Background: an optimization exercise with open tools, aiming at small area. Do not read the settings as production practice. At most, simulation tests tie the RTL to the original design; equivalence was not proved.

Design top_level, start of the top module:
module top_level (
    input clk, reset,
    input logic signed [10:0] sig_modulated_fixed_real,
    input logic signed [10:0] sig_modulated_fixed_imag,
    input logic signed [10:0] demod_Lo_real,
    input logic signed [10:0] demod_Lo_imag,
    output logic signed [61:0] sig_demod_30_real,
    output logic signed [61:0] sig_demod_30_imag
);
logic [4:0] cnt;
wire last = (cnt == 5'd29);
wire sel4 = (cnt >= 5'd2) && (cnt <= 5'd23);
wire odd = (cnt <= 5'd1) || ((cnt >= 5'd6) && (cnt <= 5'd19)) || (cnt == 5'd24) || (cnt == 5'd25) || (cnt == 5'd26) || last;
wire [21:0] p_re, p_im;
logic [28:0] acc_re, acc_im, out_re, out_im;
logic [22:0] nxt_re, nxt_im;
wire [28:0] base_re = last ? {{5{nxt_re[22]}}, nxt_re, 1'b0} : acc_re;
wire [28:0] base_im = last ? {{5{nxt_im[22]}}, nxt_im, 1'b0} : acc_im;
wire [28:0] acc_next_re, acc_next_im;
wire first2 = (cnt == 5'd27);
wire [22:0] nxt_next_re, nxt_next_im;
wire rs1;
wire rc2;
wire rs3;
wire rc4;
wire rs5;
wire rc6;
wire rs7;
wire rc8;
wire rs9;
wire rc10;
wire rs11;
wire rc12;
wire rs13;
wire rc14;
wire rs15;
wire rc16;
wire rs17;
wire rc18;
wire rs19;
wire rc20;
wire rs21;
wire rc22;
wire rs23;
wire rc24;
wire rs25;
wire rc26;
wire rs27;
wire rc28;
wire rs29;
wire rc30;
wire rs31;
wire rc32;
wire rs33;
wire rc34;
wire rs35;
wire rc36;
wire rs37;
wire rc38;
wire rs39;
wire rc40;
wire rs41;
wire rc42;
wire rs43;
wire rc44;
wire rs45;
wire rc46;
wire rs47;
wire rc48;
wire rs49;
wire rc50;
wire rs51;
wire rc52;
wire rs53;
wire rc54;
wire rs55;
wire rc56;
wire rs57;
wire rc58;
wire rs59;
wire rc60;
wire rs61;
wire rc62;
wire rs63;
wire rc64;
wire rs65;
wire rc66;
wire rs67;
wire rc68;
wire rs69;
wire rc70;
wire rs71;
wire rc72;
wire rs73;
wire rc74;
wire rs75;
wire rc76;
wire rs77;
wire rc78;
wire rs79;
wire rc80;
wire rs81;
wire rc82;
wire rs83;
wire rc84;
wire rs85;
wire rc86;
wire rs87;
wire rc88;
wire rs89;
wire rc90;
wire rs91;
wire rc92;
wire rs93;
wire rc94;
wire rs95;
wire rc96;
wire rs97;
wire rc98;
wire rs99;
wire rc100;
wire rs101;
wire rc102;
wire rs103;
wire rc104;
wire rs105;
wire rc106;
wire rs107;
wire rc108;
wire rs109;
wire rc110;
  ...
Settings: LEC_CHECK=0, CAP_MARGIN=20, CORE_MARGIN=2, CORE_UTILIZATION=50, GPL_TIMING_DRIVEN=0, SETUP_SLACK_MARGIN=0.2, SLEW_MARGIN=20, SYNTH_HIERARCHICAL=1, SYNTH_MINIMUM_KEEP_SIZE=0; clock period 10.0 ns.
standard.sh (not shown) runs the stock make flow with config.mk's settings and CLKGATE_MAP_FILE= SYNTH_SCRIPT=/design/flow/synth_recipe.tcl, a recipe that flattens the netlist after the stock synthesis.
==> flow/flow/run.sh <==
#!/bin/bash
# The standard layout, with smaller port buffers: buffer_ports otherwise picks
# clkdlybuf4s50_1 for every port.
set -euo pipefail
export BUFFER_PORTS_ARGS="-buffer_cell sky130_fd_sc_hd__buf_1"
bash standard.sh > standard.log 2>&1
The baseline produced a clean layout.
==> next run, changes <==
==> flow/run.sh (new file) <==
#!/bin/bash
# synth_recipe.tcl (not shown) runs the flow's synth.tcl, then flattens the netlist and writes it again
# the make line also repeats each setting of config.mk as NAME=value (left out here)
make -C /OpenROAD-flow-scripts/flow DESIGN_CONFIG=/design/flow/config.mk WORK_HOME=/design/flow/orfs CLKGATE_MAP_FILE= SYNTH_SCRIPT=/design/flow/synth_recipe.tcl finish
--- a/flow/config.mk
+++ b/flow/config.mk
@@ -10,4 +10,2 @@
 export CORE_UTILIZATION = 50
-export GPL_TIMING_DRIVEN = 0
-export SETUP_SLACK_MARGIN = 0.2
 export SLEW_MARGIN = 20
removed: flow/flow/run.sh
removed: flow/standard.sh
After rerunning: Cell count is higher by about 1.8%. Setup slack is worse by 0.12 ns. Synthesized area is unchanged. Design area is higher by about 5.3%. Hold slack is better by 0.0037 ns. First-iteration DRC count is lower by 23%. Sequential cell count stays the same.
==> next run, changes <==
==> flow/flow/run.sh (new file) <==
#!/bin/bash
# The standard layout, with smaller port buffers: buffer_ports otherwise picks
# clkdlybuf4s50_1 for every port.
set -euo pipefail
export BUFFER_PORTS_ARGS="-buffer_cell sky130_fd_sc_hd__buf_2"
bash standard.sh > standard.log 2>&1
==> flow/standard.sh (new file) <==
#!/bin/bash
# synth_recipe.tcl (not shown) runs the flow's synth.tcl, then flattens the netlist and writes it again
# the make line also repeats each setting of config.mk as NAME=value (left out here)
make -C /OpenROAD-flow-scripts/flow DESIGN_CONFIG=/design/flow/config.mk WORK_HOME=/design/flow/orfs CLKGATE_MAP_FILE= SYNTH_SCRIPT=/design/flow/synth_recipe.tcl "${@:-finish}"
--- a/flow/config.mk
+++ b/flow/config.mk
@@ -10,2 +10,5 @@
 export CORE_UTILIZATION = 50
+export CTS_BUF_LIST = sky130_fd_sc_hd__clkbuf_8
+export GPL_TIMING_DRIVEN = 0
+export SETUP_SLACK_MARGIN = 0.1
 export SLEW_MARGIN = 20
removed: flow/run.sh
First-iteration DRC count went up by 37%.
Synthesized cell count stays the same.
Critical path depth grows by 2.
Core utilization falls by 4.2 points.
Non-clock buffer count is lower by 75.
Die area is unchanged.
Setup slack is worse by 0.060 ns.
Routed wire length came out higher by 9.4%.
Fmax came out lower by 0.61%.
==> next run, changes <==
--- a/flow/config.mk
+++ b/flow/config.mk
@@ -10,3 +10,3 @@
 export CORE_UTILIZATION = 50
-export CTS_BUF_LIST = sky130_fd_sc_hd__clkbuf_8
+export CTS_BUF_LIST = sky130_fd_sc_hd__clkbuf_2 sky130_fd_sc_hd__clkbuf_4 sky130_fd_sc_hd__clkbuf_8
 export GPL_TIMING_DRIVEN = 0
Result: The new run produced a clean layout; core utilization hardly moves; wire length is about the same; cell count is unchanged.

---

## the previous run
top_level, a different RTL version from the one above (not shown whole).
Size: ~170 flip-flops, roughly 170 I/O pins, ~26000 um^2 of cells after synthesis.
clock: 10.0 ns
lec_check: 0
cap_margin: 0
core_margin: 2
core_utilization: 50
gpl_timing_driven: 0
slew_margin: 0
synth_hierarchical: 1
synth_minimum_keep_size: 0
run.sh (not shown) runs the stock make flow with config.mk's settings and CLKGATE_MAP_FILE= SYNTH_SCRIPT=/design/flow/synth_recipe.tcl, a recipe that flattens the netlist after the stock synthesis.
Stock flow here: none of the scripts above is used.
Setup changes, the previous run to the current run
- a deleted GPL_TIMING_DRIVEN that had been 0
## What came out
The previous run -> the current run: number of nets in the layout increased slightly
Each of the runs, namely the current run and the previous run, reached the end of the flow and came out clean.
Between the current run and the previous run, the difference in register clock-pin slew on the reported worst setup and hold paths is negligible.
First-iteration DRC count improves in the current run relative to the previous run.

---

Another version of the RTL of top_level (not shown whole).
Size: roughly 2500 cells after synthesis, ~170 I/O pins, roughly 23000 um2 of cells after synthesis.
==> flow/config.mk <==
export PLATFORM = sky130hd
export DESIGN_NAME = top_level
export DESIGN_NICKNAME = top_level
export VERILOG_FILES = /design/flow/design.v
export SDC_FILE = /design/flow/constraint.sdc
export NUM_CORES = 4
export LEC_CHECK = 0
export CAP_MARGIN = 20
export CORE_MARGIN = 2
export CORE_UTILIZATION = 50
export CTS_BUF_LIST = sky130_fd_sc_hd__clkbuf_8
export GPL_TIMING_DRIVEN = 0
export SETUP_SLACK_MARGIN = 0.03
export SLEW_MARGIN = 20
export SYNTH_HIERARCHICAL = 1
export SYNTH_MINIMUM_KEEP_SIZE = 0
==> flow/constraint.sdc <==
create_clock -name core_clock -period 10.0 [get_ports {clk}]
set_input_delay 2.0000 -clock core_clock [delete_from_list [all_inputs] [get_ports {clk}]]
set_output_delay 2.0000 -clock core_clock [all_outputs]
set_load 0.01 [all_outputs]
standard.sh (not shown) runs the stock make flow with config.mk's settings and CLKGATE_MAP_FILE= SYNTH_SCRIPT=/design/flow/synth_recipe.tcl, a recipe that flattens the netlist after the stock synthesis.
==> flow/flow/run.sh <==
#!/bin/bash
# The standard layout with smaller port buffers: buffer_ports otherwise picks
# clkdlybuf4s50_1 for every port. Outputs get buf_1 (from a hook run before
# global placement), inputs buf_4.
set -euo pipefail
export PRE_GLOBAL_PLACE_TCL="$(pwd)/flow/hook_out.tcl"
export BUFFER_PORTS_ARGS="-inputs -buffer_cell sky130_fd_sc_hd__buf_4"
bash standard.sh > standard.log 2>&1
==> flow/flow/hook_out.tcl <==
# buffer the outputs with the smallest buffer; global_place.tcl then buffers the inputs
buffer_ports -outputs -buffer_cell sky130_fd_sc_hd__buf_1
The baseline completed with no timing, DRC or antenna violations.
Edit:
SETUP_SLACK_MARGIN = 0.1   (was 0.03)
After rerunning: The changed run completed with no timing, DRC or antenna violations; final cell count hardly moves; non-clock buffer count went up by 2; clock skew stays flat; maximum frequency is higher by 1.2%; wire length stays flat; final area hardly moves; worst setup slack gains 0.11 ns; count of clock-buffer cells in the layout is unchanged; die area is unchanged.
Edit:
==> flow/flow/run.sh (replaced) <==
#!/bin/bash
# The standard layout with smaller port buffers: buffer_ports otherwise picks
# clkdlybuf4s50_1 for every port. Outputs get buf_1 (from a hook run before
# global placement), inputs buf_2.
set -euo pipefail
export PRE_GLOBAL_PLACE_TCL="$(pwd)/flow/hook_out.tcl"
export BUFFER_PORTS_ARGS="-inputs -buffer_cell sky130_fd_sc_hd__buf_2"
bash standard.sh > standard.log 2>&1
What happened: First-iteration DRC count is lower slightly; clock-buffer cell count is higher by 2; routed wire length is lower slightly; register-to-register slack gets worse by 0.05 ns; via count stays flat; fmax barely changes; design area stays flat; setup slack gets better by 0.013 ns; cell count hardly moves; synthesized cell count is unchanged.
No run of this note included a check of the RTL's function; only the layout flow was run.

---

top_level, a different RTL version from the one above (not shown whole).
Size in the first run: ~170 I/O pins.
Settings: LEC_CHECK=0, CAP_MARGIN=20, CORE_MARGIN=2, CORE_UTILIZATION=50, CTS_BUF_LIST=sky130_fd_sc_hd__clkbuf_8, GPL_TIMING_DRIVEN=1, SETUP_SLACK_MARGIN=0.1, SLEW_MARGIN=20, SYNTH_HIERARCHICAL=1, SYNTH_MINIMUM_KEEP_SIZE=0; clock period 10.0 ns.
==> flow/flow/run.sh <==
#!/bin/bash
# The standard layout with smaller port buffers: buffer_ports otherwise picks
# clkdlybuf4s50_1 for every port. Outputs get buf_1 (from a hook run before
# global placement), inputs buf_2.
set -euo pipefail
export PRE_GLOBAL_PLACE_TCL="$(pwd)/flow/hook_out.tcl"
export BUFFER_PORTS_ARGS="-inputs -buffer_cell sky130_fd_sc_hd__buf_2"
bash standard.sh > standard.log 2>&1
Scripts as last shown in full above: flow/flow/hook_out.tcl
The first run produced a clean layout.
Change:
--- a/flow/flow/run.sh
+++ b/flow/flow/run.sh
@@ -4 +4 @@
-# global placement), inputs buf_2.
+# global placement), inputs buf_4.
@@ -7 +7 @@
-export BUFFER_PORTS_ARGS="-inputs -buffer_cell sky130_fd_sc_hd__buf_2"
+export BUFFER_PORTS_ARGS="-inputs -buffer_cell sky130_fd_sc_hd__buf_4"
Wire length went down slightly; sequential share of layout area went up by 0.14 points; synthesized cell count does not change; design area went down slightly.
Change:
Settings changed: CORE_UTILIZATION 50 to 60.
Effect: Global-route usage rises by 5.3 points. Wire length falls by 0.66%. Cell area barely changes. Setup slack degrades by 0.056 ns. Clock skew is about the same. Sequential share of layout area is about the same.

---

## job 604
top_level, a different RTL version from the one above (not shown whole).
Size: about 2500 cells after synthesis, roughly 170 flip-flops, ~170 I/O pins, roughly 0.023 mm² of cells after synthesis.
export LEC_CHECK = 0
export CAP_MARGIN = 20
export CORE_MARGIN = 2
export CORE_UTILIZATION = 50
export CTS_BUF_LIST = sky130_fd_sc_hd__clkbuf_8
export GPL_TIMING_DRIVEN = 1
export SETUP_SLACK_MARGIN = 0.1
export SLEW_MARGIN = 20
export SYNTH_HIERARCHICAL = 1
export SYNTH_MINIMUM_KEEP_SIZE = 0
create_clock -name core_clock -period 10.0 [get_ports {clk}]
==> flow/flow/run.sh <==
#!/bin/bash
# The standard layout with smaller port buffers: buffer_ports otherwise picks
# clkdlybuf4s50_1 for every port. Outputs get buf_1 (from a hook run before
# global placement), inputs buf_4.
set -euo pipefail
export PRE_GLOBAL_PLACE_TCL="$(pwd)/flow/hook_out.tcl"
export BUFFER_PORTS_ARGS="-inputs -buffer_cell sky130_fd_sc_hd__buf_4"
bash standard.sh > standard.log 2>&1
Scripts as last shown in full above: flow/flow/hook_out.tcl
Both conditions hold for job 604: the flow ran to the end and the final layout passed the timing, DRC and antenna checks.
Modified inputs, job 3836 compared to job 604
# job 604
export LEC_CHECK = 0
export CAP_MARGIN = 20
export CORE_MARGIN = 2
export CORE_UTILIZATION = 50
export CTS_BUF_LIST = sky130_fd_sc_hd__clkbuf_8
export GPL_TIMING_DRIVEN = 1
export SETUP_SLACK_MARGIN = 0.1
export SLEW_MARGIN = 20
export SYNTH_HIERARCHICAL = 1
export SYNTH_MINIMUM_KEEP_SIZE = 0
create_clock -name core_clock -period 10.0 [get_ports {clk}]
# job 3836
export LEC_CHECK = 0
export CAP_MARGIN = 20
export CORE_MARGIN = 2
export CORE_UTILIZATION = 50
export CTS_BUF_LIST = sky130_fd_sc_hd__clkbuf_8
export GPL_TIMING_DRIVEN = 0
export SETUP_SLACK_MARGIN = 0.1
export SLEW_MARGIN = 20
export SYNTH_HIERARCHICAL = 1
export SYNTH_MINIMUM_KEEP_SIZE = 0
create_clock -name core_clock -period 10.0 [get_ports {clk}]
Results
Job 3836 | status: complete | timing, DRC, antenna: pass
Job 3836 vs job 604 — via density per instance rose 0.073.
Job 604 has lower slew at the pin closest to its max-slew limit than job 3836.
The fraction of final layout cells with drive strength greater than 1 reported for job 3836 is smaller than that of job 604 by 0.45 points.
The met1 routed wirelength after detailed routing of job 3836 exceeds that of job 604 by 240 µm.
In the metrics for job 3836 and job 604, the one carrying the lower cell count is job 604.
Relative to job 604, the final area measured on job 3836 has increased slightly.
Job 3836 gives more routed wire length than job 604 did.
Side by side, amount of wire on met3 after detailed routing turned out higher in job 3836 than in job 604.
What job 319 does differently from job 3836 at the input level:
# job 3836
export LEC_CHECK = 0
export CAP_MARGIN = 20
export CORE_MARGIN = 2
export CORE_UTILIZATION = 50
export CTS_BUF_LIST = sky130_fd_sc_hd__clkbuf_8
export GPL_TIMING_DRIVEN = 0
export SETUP_SLACK_MARGIN = 0.1
export SLEW_MARGIN = 20
export SYNTH_HIERARCHICAL = 1
export SYNTH_MINIMUM_KEEP_SIZE = 0
create_clock -name core_clock -period 10.0 [get_ports {clk}]
# job 319
export LEC_CHECK = 0
export CAP_MARGIN = 20
export CORE_MARGIN = 2
export CORE_UTILIZATION = 50
export CTS_BUF_LIST = sky130_fd_sc_hd__clkbuf_8
export CTS_CLUSTER_DIAMETER = 100
export CTS_CLUSTER_SIZE = 30
export GPL_TIMING_DRIVEN = 1
export SETUP_SLACK_MARGIN = 0.1
export SLEW_MARGIN = 20
export SYNTH_HIERARCHICAL = 1
export SYNTH_MINIMUM_KEEP_SIZE = 0
create_clock -name core_clock -period 10.0 [get_ports {clk}]
Results
- Job 319 closes out successfully: all stages finished, all timing, DRC and antenna checks passed.
- Job 3836 → job 319: placeable core area shows no meaningful change; number of endpoints with negative hold slack in the final report has remained practically unchanged; area added between synthesis and finish shows a reduction of 1.9 points.
- The higher minimum clock period came out of job 3836.
- Going from job 3836 to job 319, total met3 wirelength after detailed routing shrank by more than 10%.
- Per the comparison of job 319 with job 3836, count of plain and timing-repair buffers dropped 40%; wire length fell about 6%; post-cts resize count -15.
Input changes introduced in job 4055 (baseline for comparison: job 319):
# job 319
export LEC_CHECK = 0
export CAP_MARGIN = 20
export CORE_MARGIN = 2
export CORE_UTILIZATION = 50
export CTS_BUF_LIST = sky130_fd_sc_hd__clkbuf_8
export CTS_CLUSTER_DIAMETER = 100
export CTS_CLUSTER_SIZE = 30
export GPL_TIMING_DRIVEN = 1
export SETUP_SLACK_MARGIN = 0.1
export SLEW_MARGIN = 20
export SYNTH_HIERARCHICAL = 1
export SYNTH_MINIMUM_KEEP_SIZE = 0
create_clock -name core_clock -period 10.0 [get_ports {clk}]
# job 4055
export LEC_CHECK = 0
export CAP_MARGIN = 20
export CORE_MARGIN = 2
export CORE_UTILIZATION = 50
export CTS_BUF_LIST = sky130_fd_sc_hd__clkbuf_8
export GPL_TIMING_DRIVEN = 1
export SETUP_SLACK_MARGIN = 0.03
export SLEW_MARGIN = 20
export SYNTH_HIERARCHICAL = 1
export SYNTH_MINIMUM_KEEP_SIZE = 0
create_clock -name core_clock -period 10.0 [get_ports {clk}]
Results
Taking job 319 as the reference, in job 4055 design area barely changed, via count picked up an extra 65, H-tree depth saw little to no change.
Post-route minimum period deteriorates in job 4055 relative to job 319.
Number of cells in the finished layout apart from fillers delta (job 319 -> job 4055): insignificant

separate check: timing with driven ports:
No port has a modelled driver above. Below, the same layouts with a new extraction and two added sets of constraints. Step 1, drivers: a clkbuf_16 drives clk and a buf_2 each remaining input, both assumed. Step 2 also shifts input and output timing later by t, the mid clock arrival at the registers, as if the neighbouring blocks saw the same clock. Slacks: ideal ports / drivers / drivers and shift; pairs: ideal ports / drivers.
run	t, ns	setup slack, ns	latest minus earliest clock arrival (ns)	worst slew at a driven data input, ns
the first run of note 1	0.499	0.423 / 0.455 / -0.044	0.017 / 0.018	0.06
the second run of note 1	0.502	0.304 / 0.320 / -0.182	0.012 / 0.011	0.05
the third run of note 1	0.542	0.244 / 0.268 / -0.274	0.015 / 0.015	0.06
the fourth run of note 1	0.542	0.273 / 0.296 / -0.246	0.015 / 0.015	0.06
the previous run	0.509	0.221 / 0.248 / -0.261	0.021 / 0.020	0.03
the current run	0.498	0.382 / 0.402 / -0.096	0.022 / 0.022	0.04
the first run of note 3	0.551	0.258 / 0.268 / -0.283	0.020 / 0.020	0.12
the second run of note 3	0.550	0.369 / 0.379 / -0.171	0.019 / 0.019	0.11
the third run of note 3	0.546	0.383 / 0.407 / -0.139	0.018 / 0.018	0.10
the first run of note 4	0.526	0.539 / 0.556 / 0.030	0.017 / 0.018	0.08
the second run of note 4	0.529	0.602 / 0.617 / 0.088	0.020 / 0.020	0.06
the third run of note 4	0.540	0.546 / 0.564 / 0.023	0.024 / 0.025	0.06
job 604	0.548	0.498 / 0.512 / -0.036	0.017 / 0.016	0.06
job 3836	0.538	0.369 / 0.391 / -0.147	0.020 / 0.020	0.11
job 319	0.548	0.498 / 0.512 / -0.036	0.017 / 0.016	0.06
job 4055	0.549	0.452 / 0.468 / -0.081	0.016 / 0.016	0.06
With both steps, setup timing fails in 13 of these runs, where it was met with ideal ports. For the first run of note 3, which loses most, drivers alone change the setup slack by +0.010 ns; drivers and shift together by -0.541 ns.
